What follows belongs to an exercise in optimizing a design on an open flow for small area, a short achievable clock period and few clock cycles per item; a production flow would make more cautious choices.

==> module interpolate_cal, before the edit <==
module interpolate_cal #(
  parameter  int unsigned HALF_SIZE = 16,
  parameter  int unsigned DATA_SIZE = 16
) (
  input clk,
  input rstn,
  input en,
  input [0:7][DATA_SIZE-1:0] feat,
  input [0:8][DATA_SIZE-1:0] x,  
  input [0:8][DATA_SIZE-1:0] y,
  input [0:8][DATA_SIZE-1:0] z,
  output logic [DATA_SIZE-1:0] interpolated_feat,
  output logic done
);
localparam int W = DATA_SIZE;
logic         busy;         
logic [3:0]   op;           
logic [1:0]   cnt;          
logic         first;        
logic [W-1:0] r;            
logic [W-1:0] d;            
logic         p_valid;      
logic [3:0]   p_nib;        
logic [W-1:0] p, m, a, b;
logic [1:0] k_norm;
always_comb begin
  if (d[15:12] != 4'd0)     k_norm = 2'd0;
  else if (d[11:8] != 4'd0) k_norm = 2'd1;
  else if (d[7:4] != 4'd0)  k_norm = 2'd2;
  else                      k_norm = 2'd3;
end
wire [1:0]   left = first ? k_norm : cnt;    
logic [W-1:0] dv;
always_comb begin
  case (left)
    2'd0: dv = d;
    2'd1: dv = d << 4;
    2'd2: dv = d << 8;
    default: dv = d << 12;
  endcase
end
wire idle   = !busy && !p_valid;
wire start  = idle && en;
wire last   = busy && (left == 2'd0);
wire load   = start || (last && op != 4'd10);
wire [3:0] lop = busy ? op + 4'd1 : 4'd1;    
logic [W-1:0] d_a, d_b, n_a, n_b;
always_comb begin
  d_a = x[1]; d_b = x[0];
  case (lop)
    4'd1:  begin d_a = x[1]; d_b = x[0]; end
    4'd2:  begin d_a = y[2]; d_b = y[0]; end
    4'd3:  begin d_a = x[3]; d_b = x[2]; end
    4'd4:  begin d_a = y[2]; d_b = y[0]; end
    4'd5:  begin d_a = z[4]; d_b = z[0]; end
    4'd6:  begin d_a = x[5]; d_b = x[4]; end
    4'd7:  begin d_a = y[6]; d_b = y[4]; end
    4'd8:  begin d_a = x[7]; d_b = x[6]; end
    4'd9:  begin d_a = y[6]; d_b = y[4]; end
    4'd10: begin d_a = z[4]; d_b = z[0]; end
    default: ;
  endcase
  n_a = x[8]; n_b = x[0];
  case (lop)
    4'd1:  begin n_a = x[8]; n_b = x[0]; end
    4'd2:  begin n_a = y[8]; n_b = y[0]; end
    4'd3:  begin n_a = x[8]; n_b = x[2]; end
    4'd4:  begin n_a = y[2]; n_b = y[8]; end
    4'd5:  begin n_a = z[8]; n_b = z[0]; end
    4'd6:  begin n_a = x[8]; n_b = x[4]; end
    4'd7:  begin n_a = y[8]; n_b = y[4]; end
    4'd8:  begin n_a = x[8]; n_b = x[6]; end
    4'd9:  begin n_a = y[6]; n_b = y[8]; end
    4'd10: begin n_a = z[4]; n_b = z[8]; end
    default: ;
  endcase
end
wire [W-1:0] n_new, d_new;
interp_add #(W, 1) u_nsub (.a(n_a), .b(~n_b), .ci(1'b1), .s(n_new), .co());
interp_add #(W, 1) u_dsub (.a(d_a), .b(~d_b), .ci(1'b1), .s(d_new), .co());
logic [W-1:0] rs [0:4];
logic [3:0]   nib;
assign rs[0] = r;
for (genvar j = 0; j < 4; j++) begin : step
  localparam int S = 3 - j;
  wire [W-1:0] dsh  = dv << S;
  wire         fits = (S == 0) ? 1'b1 : ~|dv[W-1 -: (S == 0 ? 1 : S)];
  wire [W-1:0] diff;
  wire         nb;
  interp_add #(W, 2) u_sub (.a(rs[j]), .b(~dsh), .ci(1'b1), .s(diff), .co(nb));
  assign nib[S]  = nb & fits;
  assign rs[j+1] = nib[S] ? diff : rs[j];
end
always_ff @(posedge clk) begin
  if (!rstn) begin
    busy  <= 1'b0;
    op    <= 4'd1;
  end else if (load) begin
    busy  <= 1'b1;
    op    <= lop;
  end else if (last) begin
    busy  <= 1'b0;
  end
end
always_ff @(posedge clk) begin
  first <= load;
  if (load) begin
    r   <= n_new;
    d   <= d_new;
  end else begin
    r   <= rs[4];
  end
  cnt <= left - 2'd1;
end
always_ff @(posedge clk) begin
  if (!rstn) begin
    p_valid <= 1'b0;
    done    <= 1'b0;
  end else begin
    p_valid <= busy;
    done    <= p_valid && !busy;
  end
  p_nib   <= nib;
end
wire x_op  = (op == 4'd1) || (op == 4'd3) || (op == 4'd6) || (op == 4'd8);
wire [W-1:0] f_a = (op == 4'd1) ? feat[0] : (op == 4'd3) ? feat[2] :
                   (op == 4'd6) ? feat[4] : feat[6];
wire [W-1:0] f_b = (op == 4'd1) ? feat[1] : (op == 4'd3) ? feat[3] :
                   (op == 4'd6) ? feat[5] : feat[7];
wire [W-1:0] f_sum;
interp_add #(W, 1) u_fadd (.a(f_a), .b(f_b), .ci(1'b0), .s(f_sum), .co());
wire p_fin  = first || !busy;                               
wire add_a  = first && (op == 4'd5 || op == 4'd10);         
wire add_b  = !busy;                                        
wire [W-1:0] addend = add_a ? a : add_b ? b : '0;
wire [W-1:0] p_new = (p << 4) + addend
                   + (p_nib[3] ? (m << 3) : '0)
                   + (p_nib[2] ? (m << 2) : '0)
                   + (p_nib[1] ? (m << 1) : '0)
                   + (p_nib[0] ? m : '0);
always_ff @(posedge clk) begin
  if (start)
    p <= '0;
  else if (p_valid)
    p <= (p_fin && busy) ? '0 : p_new;
  if (busy && first)
    m <= x_op ? f_sum : p_new;
  if (p_valid && first && (op == 4'd3 || op == 4'd8)) a <= p_new;   
  if (p_valid && first && op == 4'd6) b <= p_new;                    
end
assign interpolated_feat = p;
endmodule
==> flow/config.mk <==
export PLATFORM = sky130hd
export DESIGN_NAME = interp_top
export DESIGN_NICKNAME = interp_top
export VERILOG_FILES = /design/flow/design.v
export SDC_FILE = /design/flow/constraint.sdc
export NUM_CORES = 4
export LEC_CHECK = 0
export CAP_MARGIN = 20
export CORE_MARGIN = 2
export CORE_UTILIZATION = 40
export PLACE_DENSITY = 0.6
export SLEW_MARGIN = 20
==> flow/constraint.sdc <==
create_clock -name core_clock -period 33.0 [get_ports {clk}]
set_input_delay 6.6000 -clock core_clock [delete_from_list [all_inputs] [get_ports {clk}]]
set_output_delay 6.6000 -clock core_clock [all_outputs]
set_load 0.01 [all_outputs]
standard.sh (not shown) runs the stock make flow with config.mk's settings and CLKGATE_MAP_FILE= SYNTH_SCRIPT=/design/flow/synth_recipe.tcl, a recipe that flattens the netlist after the stock synthesis.
==> flow/flow/run.sh <==
#!/bin/bash
set -euo pipefail
export BUFFER_PORTS_ARGS="-buffer_cell sky130_fd_sc_hd__buf_1"
export SETUP_SLACK_MARGIN=23
bash standard.sh > standard_flow.log 2>&1
Change:
--- a/flow/design.v
+++ b/flow/design.v
@@ -67,30 +67,22 @@
 logic [W-1:0] r;            
 logic [W-1:0] d;            
 logic         p_valid;      
 logic [3:0]   p_nib;        
 logic [W-1:0] p, m, a, b;
-logic [1:0] k_norm;
-always_comb begin
-  if (d[15:12] != 4'd0)     k_norm = 2'd0;
-  else if (d[11:8] != 4'd0) k_norm = 2'd1;
-  else if (d[7:4] != 4'd0)  k_norm = 2'd2;
-  else                      k_norm = 2'd3;
-end
-wire [1:0]   left = first ? k_norm : cnt;    
 logic [W-1:0] dv;
 always_comb begin
-  case (left)
+  case (cnt)
     2'd0: dv = d;
     2'd1: dv = d << 4;
     2'd2: dv = d << 8;
     default: dv = d << 12;
   endcase
 end
 wire idle   = !busy && !p_valid;
 wire start  = idle && en;
-wire last   = busy && (left == 2'd0);
+wire last   = busy && (cnt == 2'd0);
 wire load   = start || (last && op != 4'd10);
 wire [3:0] lop = busy ? op + 4'd1 : 4'd1;    
 logic [W-1:0] d_a, d_b, n_a, n_b;
 always_comb begin
   d_a = x[1]; d_b = x[0];
@@ -105,28 +97,28 @@
     4'd8:  begin d_a = x[7]; d_b = x[6]; end
     4'd9:  begin d_a = y[6]; d_b = y[4]; end
     4'd10: begin d_a = z[4]; d_b = z[0]; end
     default: ;
   endcase
-  n_a = x[8]; n_b = x[0];
   case (lop)
-    4'd1:  begin n_a = x[8]; n_b = x[0]; end
-    4'd2:  begin n_a = y[8]; n_b = y[0]; end
-    4'd3:  begin n_a = x[8]; n_b = x[2]; end
-    4'd4:  begin n_a = y[2]; n_b = y[8]; end
-    4'd5:  begin n_a = z[8]; n_b = z[0]; end
-    4'd6:  begin n_a = x[8]; n_b = x[4]; end
-    4'd7:  begin n_a = y[8]; n_b = y[4]; end
-    4'd8:  begin n_a = x[8]; n_b = x[6]; end
-    4'd9:  begin n_a = y[6]; n_b = y[8]; end
-    4'd10: begin n_a = z[4]; n_b = z[8]; end
-    default: ;
+    4'd2, 4'd7: n_a = y[8];
+    4'd5:       n_a = z[8];
+    4'd4, 4'd9, 4'd10: n_a = d_a;
+    default:    n_a = x[8];
+  endcase
+  case (lop)
+    4'd4, 4'd9: n_b = y[8];
+    4'd10:      n_b = z[8];
+    default:    n_b = d_b;
   endcase
 end
 wire [W-1:0] n_new, d_new;
 interp_add #(W, 1) u_nsub (.a(n_a), .b(~n_b), .ci(1'b1), .s(n_new), .co());
 interp_add #(W, 1) u_dsub (.a(d_a), .b(~d_b), .ci(1'b1), .s(d_new), .co());
+wire [1:0] k_new = (d_new[15:12] != 4'd0) ? 2'd0 :
+                   (d_new[11:8]  != 4'd0) ? 2'd1 :
+                   (d_new[7:4]   != 4'd0) ? 2'd2 : 2'd3;
 logic [W-1:0] rs [0:4];
 logic [3:0]   nib;
 assign rs[0] = r;
 for (genvar j = 0; j < 4; j++) begin : step
   localparam int S = 3 - j;
@@ -152,14 +144,15 @@
 always_ff @(posedge clk) begin
   first <= load;
   if (load) begin
     r   <= n_new;
     d   <= d_new;
+    cnt <= k_new;
   end else begin
     r   <= rs[4];
-  end
-  cnt <= left - 2'd1;
+    cnt <= cnt - 2'd1;
+  end
 end
 always_ff @(posedge clk) begin
   if (!rstn) begin
     p_valid <= 1'b0;
     done    <= 1'b0;
After rerunning: Count of clock-buffer cells in the layout does not change; first-iteration DRC count drops by about 33%; final cell count drops by about 2.7%; synthesized area goes down by about 2.8%; utilization came out lower by 1.9 points; die area goes down by 2.7%.
Function was not checked in any run of this note: the RTL went through the layout flow alone.

-- separate check: timing with driven ports --
Ports are ideal in the flow. The routed layouts listed here were re-timed in OpenROAD. Step 1, drivers: a clkbuf_16 drives clk and a buf_2 each remaining input, both assumed. Step 2 times the ports against the registers' clock, not the clock port: input delays grow and output delays shrink by t, the midpoint of the rising clock arrivals with the driver on. a / b / c = ideal ports / drivers / drivers and shift; a / b = the first two.
run	shift t [ns]	setup slack, ns	slew at the worst register clock pin (ns)	worst data-port slew with drivers (ns)
the first run	0.406	23.137 / 23.013 / 22.606	0.08 / 0.08	0.21
the second run	0.411	23.048 / 23.068 / 22.657	0.09 / 0.09	0.18
After both steps every run listed still meets setup and hold. The setup slack of the first run, which loses most, moves by -0.124 ns with the drivers and by -0.531 ns with both steps.
